What follows belongs to an exercise in optimizing a design on an open flow for small area; a production flow would make more cautious choices.
Only simulation tests tie the RTL to the original design; equivalence was not proved.
The clock input has no modelled driver; a real chip could not lean on it and would need a root buffer or a full tree.
Power is estimated from default activity; no workload was simulated.

==> design/flow/design.v <==
module pxconv(
    input clk,
    input rst,
	input [15:0] axi_to_pxconv_data,
	input axi_to_pxconv_valid,
	input pixel_ack,
	output reg pxconv_to_axi_ready_to_rd,
	output [11:0] pxconv_to_axi_mst_length,
	output [3:0] pxconv_to_bram_we,
	output [31:0] pxconv_to_bram_data,
	output reg pxconv_to_bram_wr_en,
	output [31:0] pxconv_to_bram_addr,
	output busy,
	output reg wnd_in_bram
    );
	genvar i;
	wire [4:0] r = axi_to_pxconv_data[15:11];
	wire [5:0] g = axi_to_pxconv_data[10:5];
	wire [4:0] b = axi_to_pxconv_data[4:0];
	wire [5:0] rb;
	wire [5:0] c1;
	assign c1[0] = 1'b0;
	generate for (i = 0; i < 5; i = i + 1) begin : add_rb
		assign rb[i] = r[i] ^ b[i] ^ c1[i];
		assign c1[i+1] = (r[i] & b[i]) | (c1[i] & (r[i] ^ b[i]));
	end endgenerate
	assign rb[5] = c1[5];
	wire [7:0] s;
	wire [6:0] c2;
	assign s[0] = g[0];
	assign c2[1] = 1'b0;
	generate for (i = 1; i < 6; i = i + 1) begin : add_s
		assign s[i] = rb[i-1] ^ g[i] ^ c2[i];
		assign c2[i+1] = (rb[i-1] & g[i]) | (c2[i] & (rb[i-1] ^ g[i]));
	end endgenerate
	assign s[6] = rb[5] ^ c2[6];
	assign s[7] = rb[5] & c2[6];
	wire [1:0] rem [0:8];
	wire [7:0] quo;
	assign rem[8] = 2'd0;
	generate for (i = 7; i >= 0; i = i - 1) begin : div3
		assign quo[i] = rem[i+1][1] | (rem[i+1][0] & s[i]);
		assign rem[i][1] = rem[i+1][1] ? s[i] : (rem[i+1][0] & ~s[i]);
		assign rem[i][0] = rem[i+1][1] ? ~s[i] : (~rem[i+1][0] & s[i]);
	end endgenerate
	wire [7:0] grey = {quo[5:0], rem[0]};
	reg [7:0] grey_d;    
	reg [7:0] data_q;    
	reg [18:0] px_cnt;   
	reg [12:0] addr_q;   
	reg valid_d;         
	reg wnd_d;           
	assign pxconv_to_axi_mst_length = 12'h080;
	assign pxconv_to_bram_we = 4'hf;
	assign pxconv_to_bram_data = {24'b0, data_q};
	assign pxconv_to_bram_addr = {19'b0, addr_q};
	assign busy = pxconv_to_bram_wr_en;
	always @(posedge clk) begin
		grey_d <= grey;
		data_q <= grey_d;
	end
	wire px_last = px_cnt[18] & px_cnt[15] & px_cnt[13] & px_cnt[12];
	wire px_wrap = axi_to_pxconv_valid & px_last;
	wire [19:0] px_t;
	wire [18:0] px_inc;
	assign px_t[0] = axi_to_pxconv_valid;
	generate for (i = 0; i < 19; i = i + 1) begin : px_ha
		assign px_inc[i] = px_cnt[i] ^ px_t[i];
		assign px_t[i+1] = px_cnt[i] & px_t[i];
	end endgenerate
	localparam [18:0] PX_LAST_BITS = 19'h4B001;
	wire addr_last = addr_q[12] & addr_q[10];
	wire addr_wrap = valid_d & addr_last;
	wire [13:0] addr_t;
	wire [12:0] addr_inc;
	assign addr_t[0] = valid_d;
	generate for (i = 0; i < 13; i = i + 1) begin : addr_ha
		assign addr_inc[i] = addr_q[i] ^ addr_t[i];
		assign addr_t[i+1] = addr_q[i] & addr_t[i];
	end endgenerate
	localparam [12:0] ADDR_LAST_BITS = 13'h1401;
	generate for (i = 0; i < 19; i = i + 1) begin : px_bit
		always @(posedge clk)
			px_cnt[i] <= ~rst & px_inc[i] & ~(PX_LAST_BITS[i] & px_wrap);
	end endgenerate
	generate for (i = 0; i < 13; i = i + 1) begin : addr_bit
		always @(posedge clk)
			if (i == 12 || i == 10)
				addr_q[i] <= rst | (addr_inc[i] & ~addr_wrap);
			else
				addr_q[i] <= ~rst & addr_inc[i] & ~(ADDR_LAST_BITS[i] & addr_wrap);
	end endgenerate
	wire px_hi = |px_cnt[18:13];
	wire px_ge_1400 = px_hi | (px_cnt[12] & (px_cnt[11] | px_cnt[10]));
	wire px_ge_13ff = px_ge_1400 | (px_cnt[12] & (&px_cnt[9:0]));
	always @(posedge clk) begin
		valid_d <= ~rst & axi_to_pxconv_valid;
		pxconv_to_bram_wr_en <= ~rst & valid_d;
		pxconv_to_axi_ready_to_rd <= ~rst & (~px_ge_13ff | pixel_ack);
		wnd_d <= ~rst & px_ge_1400;
		wnd_in_bram <= ~rst & wnd_d;
	end
endmodule
==> design/flow/flow/run.sh <==
#!/bin/bash
# The standard layout, with these changes to how it is built:
#  - after the standard synthesis, the combinational logic between the registers is mapped
#    again by ABC with a stronger area script, the best of several seeds (the registers, ports, tie cells and port
#    buffers of the standard synthesis are kept as they are, with their names);
#  - the constant outputs share the synthesis's single tie-high and tie-low cells instead of
#    getting one tie cell each;
#  - the port buffers are the smallest buffer, buf_1;
#  - the clock tree is a few leaf buffers driven from the clock port (flow/post_cts.tcl).
# Each tool's output goes to a log of its own in this folder.
set -euo pipefail
export SKIP_REPAIR_TIE_FANOUT=1
export BUFFER_PORTS_ARGS="-buffer_cell sky130_fd_sc_hd__buf_1"
DEEPSYN_T=${DEEPSYN_T:-3}
SEEDS=$(seq 0 100)
# CTS without dummy loads; its tree is then replaced by flow/post_cts.tcl
export CTS_ARGS="-sink_clustering_enable -repair_clock_nets -dont_use_dummy_load"
export FLOW_FLOW_DIR=$PWD/flow
export POST_CTS_TCL=$PWD/flow/post_cts.tcl

bash standard.sh synth > standard_synth.log 2>&1

RES=orfs/results/${FLOW_PLATFORM}/pxconv/base
LIB=${FLOW_HOME}/platforms/${FLOW_PLATFORM}/lib/sky130_fd_sc_hd__tt_025C_1v80.lib
cp $RES/1_2_yosys.v standard_1_2_yosys.v

# cells kept as they are: registers, tie cells and the buffers synthesis put on the ports
keep=$(grep -oE 'sky130_fd_sc_hd__(df|conb|buf_4)[a-z0-9_]*' standard_1_2_yosys.v | sort -u)
dont_use=$(grep -oE 'cell \("sky130_fd_sc_hd__(lpflow_|probe)[a-z0-9_]*' $LIB | sed 's/cell ("//' | sort -u)
# ABC's deep synthesis is a randomised search: run it with several seeds and keep the
# smallest result.
mkdir -p resynth
# two scripts, differing in the clean-up after the deep synthesis, each with every seed
SCRIPT_a="strash;dc2;&get,-n;&deepsyn,-T,${DEEPSYN_T},-S,SEED;&put;dc2;dch,-f;amap;topo"
SCRIPT_b="strash;dc2;&get,-n;&deepsyn,-T,${DEEPSYN_T},-S,SEED;&put;dc2;dc2;dch,-f;amap;topo"
RUNS=""
for v in a b; do for seed in $SEEDS; do RUNS="$RUNS $v$seed"; done; done
for run in $RUNS; do
  v=${run:0:1}; seed=${run:1}
  scr=SCRIPT_$v; scr=${!scr}; scr=${scr//SEED/$seed}
  {
    echo "read_liberty -ignore_miss_func $LIB"
    echo "read_verilog standard_1_2_yosys.v"
    echo "hierarchy -top $FLOW_TOP"
    for c in $keep; do echo "setattr -mod -set blackbox 1 $c"; done
    echo "flatten"
    echo "hierarchy -top $FLOW_TOP"
    echo "opt_clean -purge"
    echo "stat -liberty $LIB"
    printf 'abc -liberty %s' "$LIB"
    for c in $dont_use; do printf ' -dont_use %s' "$c"; done
    echo " -script +$scr"
    echo "opt_clean -purge"
    echo "rename -enumerate -pattern _r%_"
    echo "tee -o resynth/area_${run}.txt stat -liberty $LIB"
    echo "write_verilog -noattr -noexpr -nohex -nodec resynth/resynth_${run}.v"
  } > resynth/resynth_${run}.ys
done
printf '%s\n' $RUNS | xargs -P ${NUM_CORES:-4} -I{} sh -c 'yosys -s resynth/resynth_{}.ys > resynth/resynth_{}.log 2>&1'
best=""
for run in $RUNS; do
  a=$(grep -E 'Chip area' resynth/area_${run}.txt | awk '{print $NF}')
  echo "run $run area $a" >> resynth/areas.log
  if [[ -z "$best" ]] || awk -v a="$a" -v b="$besta" 'BEGIN{exit !(a < b)}'; then best=$run; besta=$a; fi
done
echo "best run $best area $besta" >> resynth/areas.log
cp resynth/resynth_${best}.v resynth.v

cp resynth.v $RES/1_2_yosys.v
touch $RES/1_2_yosys.v
bash standard.sh > standard.log 2>&1
==> design/flow/flow/clock_tree.tcl <==
# Replaces the clock tree CTS built with K leaf buffers driven straight from the clock port,
# each driving the registers of one cluster (k-means on the register positions).
proc my_clock_tree { k cell } {
  set block [ord::get_db_block]
  set clknet [$block findNet clk]
  set cbs {}
  foreach inst [$block getInsts] {
    if {[string match *clkbuf* [[$inst getMaster] getName]] || [string match *clkinv* [[$inst getMaster] getName]] && [string match clkload* [$inst getName]]} { lappend cbs $inst }
  }
  foreach inst $cbs {
    foreach it [$inst getITerms] {
      if {[$it isOutputSignal]} {
        set on [$it getNet]
        if {$on eq "NULL"} { continue }
        foreach s [$on getITerms] { if {[$s getInst] != $inst} { $s disconnect; $s connect $clknet } }
        $it disconnect
        odb::dbNet_destroy $on
      }
    }
  }
  foreach inst $cbs { foreach it [$inst getITerms] { $it disconnect }; odb::dbInst_destroy $inst }
  # sinks and their positions
  set pts {}
  foreach it [$clknet getITerms] {
    set b [[$it getInst] getBBox]
    lappend pts [list $it [expr {([$b xMin] + [$b xMax]) / 2.0}] [expr {([$b yMin] + [$b yMax]) / 2.0}]]
  }
  set pts [lsort -real -index 1 $pts]
  set n [llength $pts]
  # seed centres spread along x, then k-means
  set cs {}
  for {set i 0} {$i < $k} {incr i} { set p [lindex $pts [expr {int(($i + 0.5) * $n / $k)}]]; lappend cs [list [lindex $p 1] [lindex $p 2]] }
  for {set iter 0} {$iter < 50} {incr iter} {
    set groups {}
    for {set i 0} {$i < $k} {incr i} { lappend groups {} }
    foreach p $pts {
      set best 0; set bd 1e30
      for {set i 0} {$i < $k} {incr i} {
        set c [lindex $cs $i]
        set d [expr {abs([lindex $p 1] - [lindex $c 0]) + abs([lindex $p 2] - [lindex $c 1])}]
        if {$d < $bd} { set bd $d; set best $i }
      }
      lset groups $best [concat [lindex $groups $best] [list $p]]
    }
    set ncs {}
    for {set i 0} {$i < $k} {incr i} {
      set g [lindex $groups $i]
      if {[llength $g] == 0} { lappend ncs [lindex $cs $i]; continue }
      set sx 0; set sy 0
      foreach p $g { set sx [expr {$sx + [lindex $p 1]}]; set sy [expr {$sy + [lindex $p 2]}] }
      lappend ncs [list [expr {$sx / [llength $g]}] [expr {$sy / [llength $g]}]]
    }
    set cs $ncs
  }
  set dbu [$block getDbUnitsPerMicron]
  for {set i 0} {$i < $k} {incr i} {
    set g [lindex $groups $i]
    if {[llength $g] == 0} { continue }
    set pins {}
    foreach p $g { set it [lindex $p 0]; lappend pins [get_pins "[[$it getInst] getName]/[[$it getMTerm] getName]"] }
    set c [lindex $cs $i]
    puts "clock leaf $i: [llength $g] sinks at [expr {[lindex $c 0] / $dbu}] [expr {[lindex $c 1] / $dbu}]"
    insert_buffer -buffer_cell $cell -net clk -load_pins $pins -buffer_name clkleaf_$i -net_name clk_leaf_$i \
      -location [list [expr {[lindex $c 0] / $dbu}] [expr {[lindex $c 1] / $dbu}]]
  }
}
==> design/flow/flow/post_cts.tcl <==
# Runs at the end of ORFS's CTS step: swaps CTS's tree (a root buffer and four leaf buffers)
# for 3 leaf buffers that the clock port drives directly.
source $::env(FLOW_FLOW_DIR)/clock_tree.tcl
my_clock_tree 3 sky130_fd_sc_hd__clkbuf_8
set_placement_padding -global -left $::env(CELL_PAD_IN_SITES_DETAIL_PLACEMENT) -right $::env(CELL_PAD_IN_SITES_DETAIL_PLACEMENT)
detailed_placement
check_placement -verbose
estimate_parasitics -placement
report_worst_slack -max
report_worst_slack -min
==> design/flow/standard.sh <==
#!/bin/bash
# synth_recipe.tcl (not shown) runs the flow's synth.tcl, then flattens the netlist and writes it again
# the make line also repeats each setting of config.mk as NAME=value (left out here)
make -C /OpenROAD-flow-scripts/flow DESIGN_CONFIG=/design/flow/config.mk WORK_HOME=/design/flow/orfs CLKGATE_MAP_FILE= SYNTH_SCRIPT=/design/flow/synth_recipe.tcl "${@:-finish}"
==> design/flow/config.mk <==
export PLATFORM = sky130hd
export DESIGN_NAME = pxconv
export DESIGN_NICKNAME = pxconv
export VERILOG_FILES = /design/flow/design.v
export SDC_FILE = /design/flow/constraint.sdc
export NUM_CORES = 4
export LEC_CHECK = 0
export ABC_AREA = 1
export CAP_MARGIN = 0
export CORE_MARGIN = 2
export CORE_UTILIZATION = 40
export SLEW_MARGIN = 0
==> design/flow/constraint.sdc <==
create_clock -name core_clock -period 10.0 [get_ports {clk}]
set_input_delay 2.0000 -clock core_clock [delete_from_list [all_inputs] [get_ports {clk}]]
set_output_delay 2.0000 -clock core_clock [all_outputs]
set_load 0.01 [all_outputs]
==> results of run 1 <==
==> flip-flops by register name, summed over array words and instances, names as in the netlist <==
signal and count:
px_cnt 19, addr_q 13, data_q 8, grey_d 8, pxconv_to_axi_ready_to_rd 1, pxconv_to_bram_wr_en 1, valid_d 1, wnd_d 1
wnd_in_bram 1
==> layout by cell type (no fill, tap or decap) <==
master and n:
conb_1 2, buf_4 1, o31a_1 1, o22ai_1 2, clkbuf_8 3, a21oi_1 17, buf_1 44, a21o_1 1
and2_0 7, nand3_1 1, o21ai_0 26, o21a_1 4, a211oi_1 7, clkinv_1 18, o31ai_1 1, or4_1 1
nor2b_1 4, or2_0 2, o22a_1 3, nor3_1 16, nand2_1 14, nor4_1 3, and3_1 11, dfxtp_1 53
nor2_1 44, nand4_1 2
==> through the flow <==
stage / util [%] / power, mW
after floorplan: - / 0.3357
after global placement: 38.08 / 0.3427
after detailed placement: 38.08 / 0.3461
after global routing: 38.78 / 0.4486
final: 38.78 / 0.4194
==> how the worst min path moves through the flow <==
| stage | from | endpoint | slack (ns) |
|---|---|---|---|
| after global placement | grey_d[6] | data_q[6] | 0.31 |
| after global routing | grey_d[3] | data_q[3] | 0.34 |
| after detailed placement | grey_d[5] | data_q[5] | 0.31 |
| final | grey_d[3] | data_q[3] | 0.33 |
| after floorplan | grey_d[0] | data_q[0] | 0.31 |
==> worst reg2reg max path: stages, from the launching register on <==
cell	delay, ns
dfxtp_1	0.33
clkinv_1	0.08
nor2_1	0.22
nand2_1	0.10
nor2_1	0.20
nand2_1	0.10
nor2_1	0.16
and2_0	0.24
nand2_1	0.11
nor2_1	0.16
and2_0	0.23
nand2_1	0.09
nor2_1	0.16
nand2_1	0.12
clkinv_1	0.07
and3_1	0.22
nand2_1	0.09
nor2_1	0.19
and2_0	0.18
nor2_1	0.05
nor3_1	0.14
==> layer usage <==
layer / vias up / routed length, µm
met1: 729 / 1687
li1: 929 / -
met2: 64 / 1657
met3: 6 / 317
met5: - / 0
met4: 0 / 57
==> report_power, final <==
group,internal (mW),total (mW),switching [mW]
clock network,0.0279,0.0786,0.0507
registers,0.242,0.250,0.00842
logic,0.0300,0.0904,0.0604
==> layout make-up, without the clock buffers <==
cell class / count / area share, %
Inverter: 18 / 2.943
Multi-Input combinational cell: 169 / 37.44
Sequential cell: 53 / 46.21
Tap cell: 75 / 4.087
Timing Repair Buffer: 45 / 7.520
==> run summary, run 1 <==
status complete, no violations; met2 track demand over resource roughly 23%; # nets final 310; relative slew slack 60.99%; Worst Tran Pin Value ~0.58 ns; final cell count without fillers around 360; DR vias around 1700; crit path max fanout 4; Site Rows 28; Reg2Reg Setup Slack roughly 6.7 ns; GRT Total Usage between 10% and 20%; most used cell along the critical path o21ai_0; pwr dens about 180 nW/µm²; Layout area overhead -5.849%; Vias per Instance 4.760; fin area around 2300 µm²; WHS between 0.3 and 0.4 ns; number of setup violations in the final report 0; DRT iter0 DRCs between 100 and 150; # port buffers 44; die span in y 82.08 µm; Crit path largest cell delay 0.25 ns; CP endpoint kind flip-flop; layout cell share with drive strength beyond 1 approximately 1.4%; worst path required time between 10 and 15 ns; die width approximately 80 µm; Final min period 5.652 ns; Seq. cell area between 1000 and 1500 µm²; post-route ant nets 0; Arr. time, crit path about 5.7 ns; global-route wire length before repair approximately 6300 µm; unrepaired setup endpoints after global routing false; clk slew on worst S/H paths about 0.12 ns; Peak VDD IR between 80 and 90 µV; core area about 6000 µm²; leakage 0.8169 nW; CP top delay family compound AO/OA/AOI/OAI gates; largest net degree at the start of global routing 55; vias in the first global route ~1500; grt peak-use layer met2; Crit Path Class input port to flip-flop; cell count of the worst reg-to-reg path 20; Placed Instances 360; Global Route met1 Usage approximately 20%; critical path launch point type input port; reg2reg start px_cnt[0]; num ports 104; die area between 6000 and 7000 µm²; Net Count, Synth 320; f_max approximately 180 MHz; Buf/Inv on CP 3; area of the multi-input gates 859.6 µm²; Max-cap violations 0; crit path from axi_to_pxconv_data[12]; mapped cell area around 2400 µm²; DRC violations left 0; RePlAce Congestion approximately 0.73; end of the critical path grey_d[0]; period utilization 56.52%; fill count ~600; fin. max-slew vios 0; Final Hold Violating Endpoints 0; CTS sink count between 50 and 60; grt ovf 0; worst r2r dst px_cnt[17]; post-place setup slack between 4 and 5 ns; initial antenna violation count 0; CP Depth 28; WL/cell between 10 and 15 µm; GRT met3 Usage under 10%; final wirelength about 3700 µm; Critical-path top delay cell o22ai_1; Antenna Cells 0; Fin Setup TNS 0 ns; hpwl dp between 2000 and 3000 µm; Clk Latency, worst-skew pair between 0.15 and 0.2 ns; setup ws final about 4.3 ns; Initial Util between 40% and 50%; Synth Warn # 1; Clock Skews around 0.023 ns; WHS Path Cells 0; Avg Cell Area, Syn ~8 µm²; DRT Pass-1 Iters 6; Post-Synthesis Cells 300; Worst Hold Class flip-flop to flip-flop; Placement Cell Area between 2000 and 2500 µm²
==> run 2, diff against run 1 <==
--- a/design/flow/flow/run.sh
+++ b/design/flow/flow/run.sh
@@ -5,4 +5,4 @@
 #    buffers of the standard synthesis are kept as they are, with their names);
-#  - the constant outputs share the synthesis's single tie-high and tie-low cells instead of
-#    getting one tie cell each;
+#  - the constant outputs share one tie cell (its HI and LO outputs) instead of getting one
+#    tie cell each;
 #  - the port buffers are the smallest buffer, buf_1;
@@ -66,3 +66,3 @@
 echo "best run $best area $besta" >> resynth/areas.log
-cp resynth/resynth_${best}.v resynth.v
+python3 flow/merge_ties.py resynth/resynth_${best}.v resynth.v
 
==> design/flow/flow/merge_ties.py (new file) <==
"""Merges the tie-high and the tie-low cell of a netlist into one conb cell, which has both a
HI and a LO output: python3 merge_ties.py in.v out.v"""
import re
import sys

text = open(sys.argv[1]).read()
cell = re.compile(r"\n\s*sky130_fd_sc_hd__conb_1\s+(\S+)\s*\((.*?)\);", re.S)
ties = cell.findall(text)
pins = {}
for name, body in ties:
    for pin, net in re.findall(r"\.(HI|LO)\(([^)]*)\)", body):
        pins.setdefault(pin, net.strip())
if len(ties) == 2 and len(pins) == 2:
    first = True

    def repl(m):
        global first
        if first:
            first = False
            return "\n  sky130_fd_sc_hd__conb_1 %s (\n    .HI(%s),\n    .LO(%s)\n  );" % (
                m.group(1), pins["HI"], pins["LO"])
        return ""

    text = cell.sub(repl, text)
open(sys.argv[2], "w").write(text)
==> run summary, run 2 <==
status complete, no violations; fin. max-slew vios 0 (unchanged); worst path required time 10.06 ns (-0.02 ns); Post-Synthesis Cells 299 (-0.33%); Site Rows 28 (unchanged); die span in y 82.02 µm (about the same); relative slew slack 63.46% (+2.5 points); Initial Util 41.37% (+0.18 points); hpwl dp 2634 µm (-4.0%); num ports 104 (unchanged); CTS sink count 53 (unchanged); critical path launch point type input port; die width 82.02 µm (about the same); clk slew on worst S/H paths 0.10 ns (-0.02 ns); DRC violations left 0 (unchanged); Layout area overhead -5.858% (about the same); number of setup violations in the final report 0 (unchanged); Worst Hold Class flip-flop to flip-flop; DR vias 1743 (+0.87%); vias in the first global route 1421 (-5.3%); mapped cell area 2435 µm² (-0.15%); # nets final 310 (unchanged); Vias per Instance 4.815 (+1.1%); RePlAce Congestion 0.6965 (-5.1%); DRT iter0 DRCs 145 (+21%); period utilization 55.79% (-0.73 points); Clock Power Share 18.5% (-0.3 points); global-route wire length before repair 5844 µm (-7.5%); core area 5886 µm² (-0.59%); Seq pwr share 60.0% (+0.3 points); Placed Instances 359 (-0.28%); Peak VDD IR 94.37 µV (+16%); Fin Setup TNS 0 ns (unchanged); unrepaired setup endpoints after global routing false; Critical-path top delay cell o22ai_1; Net Count, Synth 320 (unchanged); WL/cell 9.646 µm (-5.9%); crit path max fanout 4 (unchanged); Arr. time, crit path 5.64 ns (-0.09 ns); Final Hold Violating Endpoints 0 (unchanged); Clock Skews 0.007577 ns (-0.01539 ns); pwr dens 181.2 nW/µm² (-0.81%); max FFs per register 19 (unchanged); Psw 115.6 µW (-3.3%); die area 6727 µm² (-0.15%); Top Registers px_cnt (19), addr_q (13); DRT Pass-1 Iters 5 (-1); leading cell types in the layout, fill and taps excluded dfxtp_1 (53), nor2_1 (44), buf_1 (44); CP top delay family compound AO/OA/AOI/OAI gates; leakage 0.8137 nW (-0.40%); Sw Share 27.83% (-0.67 points); Final min period 5.579 ns (-0.07275 ns); Crit path largest cell delay 0.25 ns (about the same); grt ovf 0 (unchanged); final wirelength 3492 µm (-6.1%); most common cell after layout, fill and taps aside dfxtp_1; Worst Tran Pin Value 0.5424 ns (-0.03660 ns); final cell count without fillers 362 (-0.28%); P_int 299.8 µW (about the same); Reg with most FFs px_cnt; Avg Cell Area, Syn 8.143 µm² (+0.18%); Clk Latency, worst-skew pair 0.16 ns (about the same); most used cell along the critical path o21ai_0; f_max 179.2 MHz (+1.3%); CP endpoint kind flip-flop; Antenna Cells 0 (unchanged); GRT Total Usage 12.98% (-1.3 points); Max-cap violations 0 (unchanged); post-route ant nets 0 (unchanged); # port buffers 44 (unchanged); Buf/Inv on CP 3 (unchanged); combinational power share 21.5% (about the same); initial antenna violation count 0 (unchanged); layout cell share with drive strength beyond 1 1.394% (+0.0048 points); largest net degree at the start of global routing 55 (unchanged); Synth Warn # 1 (unchanged); Crit Path Class input port to flip-flop
[run 2: area by class of cell, without the clock buffers]
class                      instances  area (µm²)
inverter                          18       67.56
sequential                        53        1061
fill                             642        3593
tap                               75       93.84
timing repair buffer              45       172.7
multi-input combinational        168       855.8
[run 2: through the flow]
stage	utilization [%]	hold slack, ns	worst slack [ns]	area [µm²]	total power [mW]
after global placement	38.24	0.3112	4.411	2251	0.3426
after global routing	38.95	0.3439	3.607	2292	0.4459
after floorplan	-	0.3096	4.760	2435	0.3357
after detailed placement	38.24	0.3121	4.225	2251	0.3449
final	38.95	0.3354	4.421	2292	0.4154
[run 2: routing by layer]
layer | GRT usage (%) | wire length (µm)
met5 | 0 | 0
met4 | 3.167 | 31
met3 | 2.637 | 288
met2 | 20.08 | 1576
met1 | 18.46 | 1597
[run 2: final timing paths]
check | start | endpoint | slack [ns] | depth (start not counted)
max | axi_to_pxconv_data[12] | grey_d[0] | 4.42 | 28
max reg2reg | px_cnt[0] | px_cnt[17] | 6.68 | 20
min | grey_d[5] | data_q[5] | 0.34 | 0
min reg2reg | grey_d[5] | data_q[5] | 0.34 | 0
[run 2: power by group through the flow]
stage	clock [mW]	sequential (mW)	combinational (mW)
5_1_grt	0.0895	0.252	0.104
3_3_place_gp	0	0.254	0.0884
6_report	0.0770	0.249	0.0894
3_5_place_dp	0	0.255	0.0902
2_1_floorplan	0	0.262	0.0740
==> run 3, diff against run 2 <==
--- a/design/flow/flow/run.sh
+++ b/design/flow/flow/run.sh
@@ -8,3 +8,4 @@
 #  - the port buffers are the smallest buffer, buf_1;
-#  - the clock tree is a few leaf buffers driven from the clock port (flow/post_cts.tcl).
+#  - the clock tree is a few leaf buffers driven from the clock port, and signal buffers
+#    that placement added are dropped again (flow/post_cts.tcl).
 # Each tool's output goes to a log of its own in this folder.
==> design/flow/flow/post_cts.tcl (replaced) <==
# Runs at the end of ORFS's CTS step: swaps CTS's tree (a root buffer and four leaf buffers)
# for 3 leaf buffers that the clock port drives directly, and drops signal buffers that
# placement added.
source $::env(FLOW_FLOW_DIR)/clock_tree.tcl
my_clock_tree 3 sky130_fd_sc_hd__clkbuf_8
# Drop buffers the timing-driven global placement added on signal nets (not the port
# buffers): with the final placement they are not needed for slew or capacitance, and
# the later repair steps put back any that are.
set extra {}
foreach inst [[ord::get_db_block] getInsts] {
  set name [$inst getName]
  if {[string match sky130_fd_sc_hd__buf_* [[$inst getMaster] getName]] &&
      ![string match input* $name] && ![string match output* $name]} {
    lappend extra $name
  }
}
puts "extra buffers: $extra"
if {[llength $extra] > 0} {
  set cells [get_cells $extra]
  if {[llength $cells] == [llength $extra]} { remove_buffers $cells }
}
set_placement_padding -global -left $::env(CELL_PAD_IN_SITES_DETAIL_PLACEMENT) -right $::env(CELL_PAD_IN_SITES_DETAIL_PLACEMENT)
detailed_placement
check_placement -verbose
estimate_parasitics -placement
report_worst_slack -max
report_worst_slack -min
report_check_types -max_slew -max_capacitance -max_fanout -violators
==> run summary, run 3 <==
status complete, no violations; Peak VDD IR 93.83 µV (-0.57%); met1 WL 1587 µm (-0.63%); Clk Latency, worst-skew pair 0.16 ns (about the same); core area 5886 µm² (unchanged); fin. max-slew vios 0 (unchanged); Vias per Instance 4.825 (+0.22%); largest net degree at the start of global routing 55 (unchanged); Worst Hold Class flip-flop to flip-flop; DR vias 1742 (-0.057%); grt ovf 0 (unchanged); crit path max fanout 4 (unchanged); number of setup violations in the final report 0 (unchanged); Site Rows 28 (unchanged); global-route wire length before repair 5844 µm (unchanged); # port buffers 44 (unchanged); RePlAce Congestion 0.6965 (unchanged); f_max 179.0 MHz (-0.12%); WHS 0.3352 ns (-0.0001540 ns); mapped cell area 2435 µm² (unchanged); Reg with most FFs px_cnt; leakage 0.8089 nW (-0.59%); WL/cell 9.668 µm (+0.22%); Net Count, Synth 320 (unchanged); post-route ant nets 0 (unchanged); die width 82.02 µm (unchanged); hpwl dp 2634 µm (unchanged); final wirelength 3490 µm (about the same); die span in y 82.02 µm (unchanged); fill count 644 (+0.31%); Worst Tran Pin Value 1.125 ns (+0.5828 ns); GRT Total Usage 12.98% (unchanged); most common cell after layout, fill and taps aside dfxtp_1; vias in the first global route 1429 (+0.56%); DRT Pass-1 Iters 6 (+1); critical path launch point type input port; Avg Cell Area, Syn 8.143 µm² (unchanged); Fin Setup TNS 0 ns (unchanged); unrepaired setup endpoints after global routing false; met2 WL 1578 µm (+0.13%); max FFs per register 19 (unchanged); Crit path largest cell delay 0.25 ns (about the same); clk slew on worst S/H paths 0.10 ns (about the same); relative slew slack 24.99% (-38 points); Top Registers px_cnt (19), addr_q (13); Synth Warn # 1 (unchanged); top sig layer met4; leading cell types in the layout, fill and taps excluded dfxtp_1 (53), nor2_1 (44), buf_1 (44); pwr dens 181.6 nW/µm² (+0.23%); Seq. cell area 1061 µm² (unchanged); layout cell share with drive strength beyond 1 1.049% (-0.34 points); CP endpoint kind flip-flop; Post-Synthesis Cells 299 (unchanged); WL met3 290 µm (+0.69%); Critical-path top delay cell o22ai_1; period utilization 55.86% (+0.068 points); Crit Path Class input port to flip-flop; most used cell along the critical path o21ai_0; Layout area overhead -6.167%; CTS sink count 53 (unchanged); area of the multi-input gates 855.8 µm² (unchanged); Initial Util 41.37% (unchanged); num ports 104 (unchanged); Antenna Cells 0 (unchanged); Final min period 5.586 ns (+0.006760 ns); worst path required time 10.06 ns (about the same); Max-cap violations 0 (unchanged); Arr. time, crit path 5.65 ns (about the same); DRT iter0 DRCs 167 (+15%); initial antenna violation count 0 (unchanged); DRC violations left 0 (unchanged); die area 6727 µm² (unchanged); Clock Skews 0.009114 ns (+0.001536 ns); Final Hold Violating Endpoints 0 (unchanged); # nets final 309 (-0.32%)
==> run 3: changes by cell type in the layout (fill, tap and decap cells not counted) <==
| cell | change |
|---|---|
| buf_4 | -1 |
==> run 3: per-layer routing <==
metal / vias to the layer above / global-route usage (%)
met5: - / 0
met4: 0 / 3.167
met3: 2 / 2.637
met2: 59 / 20.16
met1: 754 / 18.39
li1: 927 / -
==> run 3: stage by stage <==
stage / total power, mW / utilization, % / cell area (µm²) / instances / setup WS [ns]
finish: 0.4150 / 38.82 / 2285 / 361 / 4.414
global route: 0.4456 / 38.82 / 2285 / 361 / 3.607
detailed placement: 0.3449 / 38.24 / 2251 / 359 / 4.225
global placement: 0.3426 / 38.24 / 2251 / 359 / 4.411
floorplan: 0.3357 / - / 2435 / 299 / 4.760
==> run 3: area by class of cell, without the clock buffers <==
class                      count  share of cell area [%]
sequential                    53                   46.44
multi-input combinational    168                   37.46
timing repair buffer          44                   7.229
tap                           75                   4.107
inverter                      18                   2.957
==> run 3: path summary, 6_finish.rpt <==
kind,start,cells after the start,slack (ns),endpoint
max,axi_to_pxconv_data[12],28,4.41,grey_d[0]
max reg2reg,px_cnt[0],20,6.66,px_cnt[17]
min,grey_d[5],0,0.34,data_q[5]
min reg2reg,grey_d[5],0,0.34,data_q[5]
==> run 3: report_power, final <==
group	internal (mW)	switching [mW]
Combinational	0.0298	0.0594
Clock	0.0279	0.0490
Sequential	0.242	0.00713
Total	0.299	0.115
==> run 3: worst max-delay path: cells and delay by family <==
kind	cells	cell delay, ns
buffers and inverters	3	0.30
and+or+nand+nor	10	0.99
AOI/OAI and AO/OA	15	2.35
==> run 4, diff against run 3 <==
==> design/flow/flow/run.sh (replaced) <==
#!/bin/bash
# The standard layout, with these changes to how it is built:
#  - after the standard synthesis, the combinational logic between the registers is mapped
#    again by ABC with a stronger area script, the best of several seeds, in two rounds (the registers, ports, tie cells and port
#    buffers of the standard synthesis are kept as they are, with their names);
#  - the constant outputs share one tie cell (its HI and LO outputs) instead of getting one
#    tie cell each;
#  - the port buffers are the smallest buffer, buf_1;
#  - the clock tree is a few leaf buffers driven from the clock port, and signal buffers
#    that placement added are dropped again (flow/post_cts.tcl).
# Each tool's output goes to a log of its own in this folder.
set -euo pipefail
export SKIP_REPAIR_TIE_FANOUT=1
export BUFFER_PORTS_ARGS="-buffer_cell sky130_fd_sc_hd__buf_1"
DEEPSYN_T=${DEEPSYN_T:-3}
SEEDS=$(seq 0 100)
# CTS without dummy loads; its tree is then replaced by flow/post_cts.tcl
export CTS_ARGS="-sink_clustering_enable -repair_clock_nets -dont_use_dummy_load"
export FLOW_FLOW_DIR=$PWD/flow
export POST_CTS_TCL=$PWD/flow/post_cts.tcl

bash standard.sh synth > standard_synth.log 2>&1

RES=orfs/results/${FLOW_PLATFORM}/pxconv/base
LIB=${FLOW_HOME}/platforms/${FLOW_PLATFORM}/lib/sky130_fd_sc_hd__tt_025C_1v80.lib
cp $RES/1_2_yosys.v standard_1_2_yosys.v

# cells kept as they are: registers, tie cells and the buffers synthesis put on the ports
keep=$(grep -oE 'sky130_fd_sc_hd__(df|conb|buf_4)[a-z0-9_]*' standard_1_2_yosys.v | sort -u)
dont_use=$(grep -oE 'cell \("sky130_fd_sc_hd__(lpflow_|probe)[a-z0-9_]*' $LIB | sed 's/cell ("//' | sort -u)
# ABC's deep synthesis is a randomised search: run it with several seeds and keep the
# smallest result.
mkdir -p resynth
# search input round: maps input's logic with every script and seed; leaves the smallest
# result in resynth/best_<round>.v and its area in besta
search() {
  local input=$1 round=$2
  # two scripts, differing in the clean-up after the deep synthesis, each with every seed
  SCRIPT_a="strash;dc2;&get,-n;&deepsyn,-T,${DEEPSYN_T},-S,SEED;&put;dc2;dch,-f;amap;topo"
  SCRIPT_b="strash;dc2;&get,-n;&deepsyn,-T,${DEEPSYN_T},-S,SEED;&put;dc2;dc2;dch,-f;amap;topo"
  RUNS=""
  for v in a b; do for seed in $SEEDS; do RUNS="$RUNS $v$seed"; done; done
  for run in $RUNS; do
    v=${run:0:1}; seed=${run:1}
    scr=SCRIPT_$v; scr=${!scr}; scr=${scr//SEED/$seed}
    {
      echo "read_liberty -ignore_miss_func $LIB"
      echo "read_verilog $input"
      echo "hierarchy -top $FLOW_TOP"
      for c in $keep; do echo "setattr -mod -set blackbox 1 $c"; done
      echo "flatten"
      echo "hierarchy -top $FLOW_TOP"
      echo "opt_clean -purge"
      echo "stat -liberty $LIB"
      printf 'abc -liberty %s' "$LIB"
      for c in $dont_use; do printf ' -dont_use %s' "$c"; done
      echo " -script +$scr"
      echo "opt_clean -purge"
      echo "rename -enumerate -pattern _r${round}_%_"
      echo "tee -o resynth/area_${round}_${run}.txt stat -liberty $LIB"
      echo "write_verilog -noattr -noexpr -nohex -nodec resynth/resynth_${round}_${run}.v"
    } > resynth/resynth_${round}_${run}.ys
  done
  printf '%s\n' $RUNS | xargs -P ${NUM_CORES:-4} -I{} sh -c "yosys -s resynth/resynth_${round}_{}.ys > resynth/resynth_${round}_{}.log 2>&1"
  best=""
  for run in $RUNS; do
    a=$(grep -E 'Chip area' resynth/area_${round}_${run}.txt | awk '{print $NF}')
    echo "round $round run $run area $a" >> resynth/areas.log
    if [[ -z "$best" ]] || awk -v a="$a" -v b="$besta" 'BEGIN{exit !(a < b)}'; then best=$run; besta=$a; fi
  done
  echo "round $round best run $best area $besta" >> resynth/areas.log
  cp resynth/resynth_${round}_${best}.v resynth/best_${round}.v
}
# a first round from the standard synthesis, then a second from the first's best netlist;
# the smaller of the two is kept
search standard_1_2_yosys.v 1
area1=$besta
search resynth/best_1.v 2
area2=$besta
if awk -v a="$area2" -v b="$area1" 'BEGIN{exit !(a < b)}'; then final=resynth/best_2.v; else final=resynth/best_1.v; fi
echo "kept $final" >> resynth/areas.log
python3 flow/merge_ties.py $final resynth.v

cp resynth.v $RES/1_2_yosys.v
touch $RES/1_2_yosys.v
bash standard.sh > standard.log 2>&1
==> run summary, run 4 <==
status complete, no violations; Vias per Instance 4.680 (-3.0%); worst r2r dst px_cnt[17]; period utilization 54.35% (-1.5 points); Placed Instances 360 (+0.28%); leakage 0.8014 nW (-0.92%); Avg Cell Area, Syn 8.081 µm² (-0.77%); leading cell types in the layout, fill and taps excluded dfxtp_1 (53), buf_1 (44), nor2_1 (40); number of setup violations in the final report 0 (unchanged); max FFs per register 19 (unchanged); Fin Setup TNS 0 ns (unchanged); largest net degree at the start of global routing 55 (unchanged); Final min period 5.435 ns (-0.1509 ns); cell count of the worst reg-to-reg path 19 (-5.0%); Worst Hold Class flip-flop to flip-flop; unrepaired setup endpoints after global routing false; Crit path largest cell delay 0.29 ns (+0.04 ns); fin. max-slew vios 0 (unchanged); relative slew slack 26.06% (+1.1 points); DRC violations left 0 (unchanged); num ports 104 (unchanged); core area 5886 µm² (unchanged); hpwl dp 2669 µm (+1.3%); layout cell share with drive strength beyond 1 1.042% (-0.0073 points); Final Hold Violating Endpoints 0 (unchanged); initial antenna violation count 0 (unchanged); Hold Path Sink data_q[5]; post-route ant nets 0 (unchanged); Critical-path top delay cell o21ai_0; final wirelength 3525 µm (+1.0%); most used cell along the critical path o21ai_0; DR vias 1699 (-2.5%); CP endpoint kind flip-flop; die span in y 81.98 µm (about the same); pwr dens 180.7 nW/µm² (-0.50%); Max-cap violations 0 (unchanged); DRT Pass-1 Iters 5 (-1); Worst Tran Pin Value 1.109 ns (-0.01601 ns); Top Registers px_cnt (19), addr_q (13); hold_sp grey_d[5]; # port buffers 44 (unchanged); Synth Warn # 1 (unchanged); Antenna Cells 0 (unchanged); Net Count, Synth 322 (+0.63%); global-route wire length before repair 5796 µm (-0.82%); final cell count without fillers 363 (+0.55%); Clock Skews 0.01466 ns (+0.005548 ns); DRT iter0 DRCs 159 (-4.8%); Layout area overhead -6.173% (about the same); vias in the first global route 1413 (-1.1%); die area 6721 µm² (about the same); Arr. time, crit path 5.54 ns (-0.11 ns); Initial Util 41.33% (-0.043 points); GRT Total Usage 13.00% (+0.020 points); critical path launch point type input port; f_max 184.0 MHz (+2.8%); Clk Latency, worst-skew pair 0.16 ns (about the same); RePlAce Congestion 0.7489 (+7.5%); # nets final 311 (+0.65%); crit path max fanout 4 (unchanged); Peak VDD IR 124.0 µV (+32%); mapped cell area 2432 µm² (-0.10%); reg2reg start px_cnt[0]; Reg2Reg Setup Slack 6.68 ns (+0.02 ns); CTS sink count 53 (unchanged); clk slew on worst S/H paths 0.11 ns (about the same); die width 81.98 µm (about the same); worst path required time 10.11 ns (+0.05 ns); Crit Path Class input port to flip-flop; WHS Path Cells 0 (unchanged); grt ovf 0 (unchanged); WL/cell 9.711 µm (+0.45%); most common cell after layout, fill and taps aside dfxtp_1; Post-Synthesis Cells 301 (+0.67%); Site Rows 28 (unchanged); Reg with most FFs px_cnt
==> run 4: worst max path at each step <==
stage | start | end | slack [ns] | depth (start not counted)
global placement | axi_to_pxconv_data[12] | grey_d[2] | 4.58 | 23
global route | axi_to_pxconv_data[13] | grey_d[0] | 3.86 | 26
floorplan | axi_to_pxconv_data[12] | grey_d[2] | 4.92 | 22
detailed placement | axi_to_pxconv_data[12] | grey_d[2] | 4.40 | 23
finish | axi_to_pxconv_data[12] | grey_d[0] | 4.57 | 25
==> run 4: metrics by stage <==
stage	worst slack (ns)	util [%]	hold slack [ns]	instance area (µm²)	total power [mW]
after global routing	3.855	38.78	0.3461	2282	0.4399
after detailed placement	4.395	38.07	0.3121	2241	0.3409
after global placement	4.581	38.07	0.3106	2241	0.3385
final	4.565	38.78	0.3375	2282	0.4124
after floorplan	4.920	-	0.3096	2432	0.3326
==> run 4: worst max-delay path: cells and delay by family <==
family	cells	cell delay, ns
AOI/OAI and AO/OA	14	2.47
and+or+nand+nor	7	0.70
buffers and inverters	4	0.39
==> run 4: layer usage <==
metal	vias up	GRT usage, %	part of all wire [%]
met3	6	2.198	7.5
li1	932	-	-
met1	704	19.19	47
met5	-	0	0
met4	0	4.167	1.6
met2	57	19.11	44
==> run 4: area by class of cell, without the clock buffers <==
cell class                      count  area [µm²]
Fill cell                         615        3603
Multi-Input combinational cell    170       853.3
Tap cell                           75       93.84
Inverter                           18       67.56
Timing Repair Buffer               44       165.2
Sequential cell                    53        1061
==> run 4: where the power goes <==
group | leakage, nW | internal (mW) | switching (mW)
Combinational | 0.345 | 0.0277 | 0.0583
Sequential | 0.435 | 0.242 | 0.00777
Clock | 0.0216 | 0.0279 | 0.0491

-- what the ideal ports hide --
The flow's constraints put no driver on any port. The routed layouts listed below were extracted and timed again, unchanged, in two steps. Step 1 (the two cells are an assumption about what drives the block):
set clk [get_ports {clk}]
set_driving_cell -lib_cell sky130_fd_sc_hd__clkbuf_16 $clk
set_driving_cell -lib_cell sky130_fd_sc_hd__buf_2 [delete_from_list [all_inputs] $clk]
Step 2, shift: input delay + t, output delay - t, t = (earliest + latest rising clock arrival at the registers) / 2. This alone moves slack from input paths to output paths. a / b / c = ideal ports / drivers / drivers and shift; a / b = the first two.
run	shift t [ns]	slack for setup (ns)	worst setup path after step 2
run 1	0.206	4.348 / 4.374 / 4.169	input to register
run 2	0.198	4.421 / 4.442 / 4.245	input to register
run 3	0.199	4.414 / 4.437 / 4.238	input to register
run 4	0.197	4.565 / 4.589 / 4.392	input to register
After both steps every run listed still meets setup and hold. For run 1, which loses most, drivers alone change the setup slack by +0.026 ns; drivers and shift together by -0.179 ns.
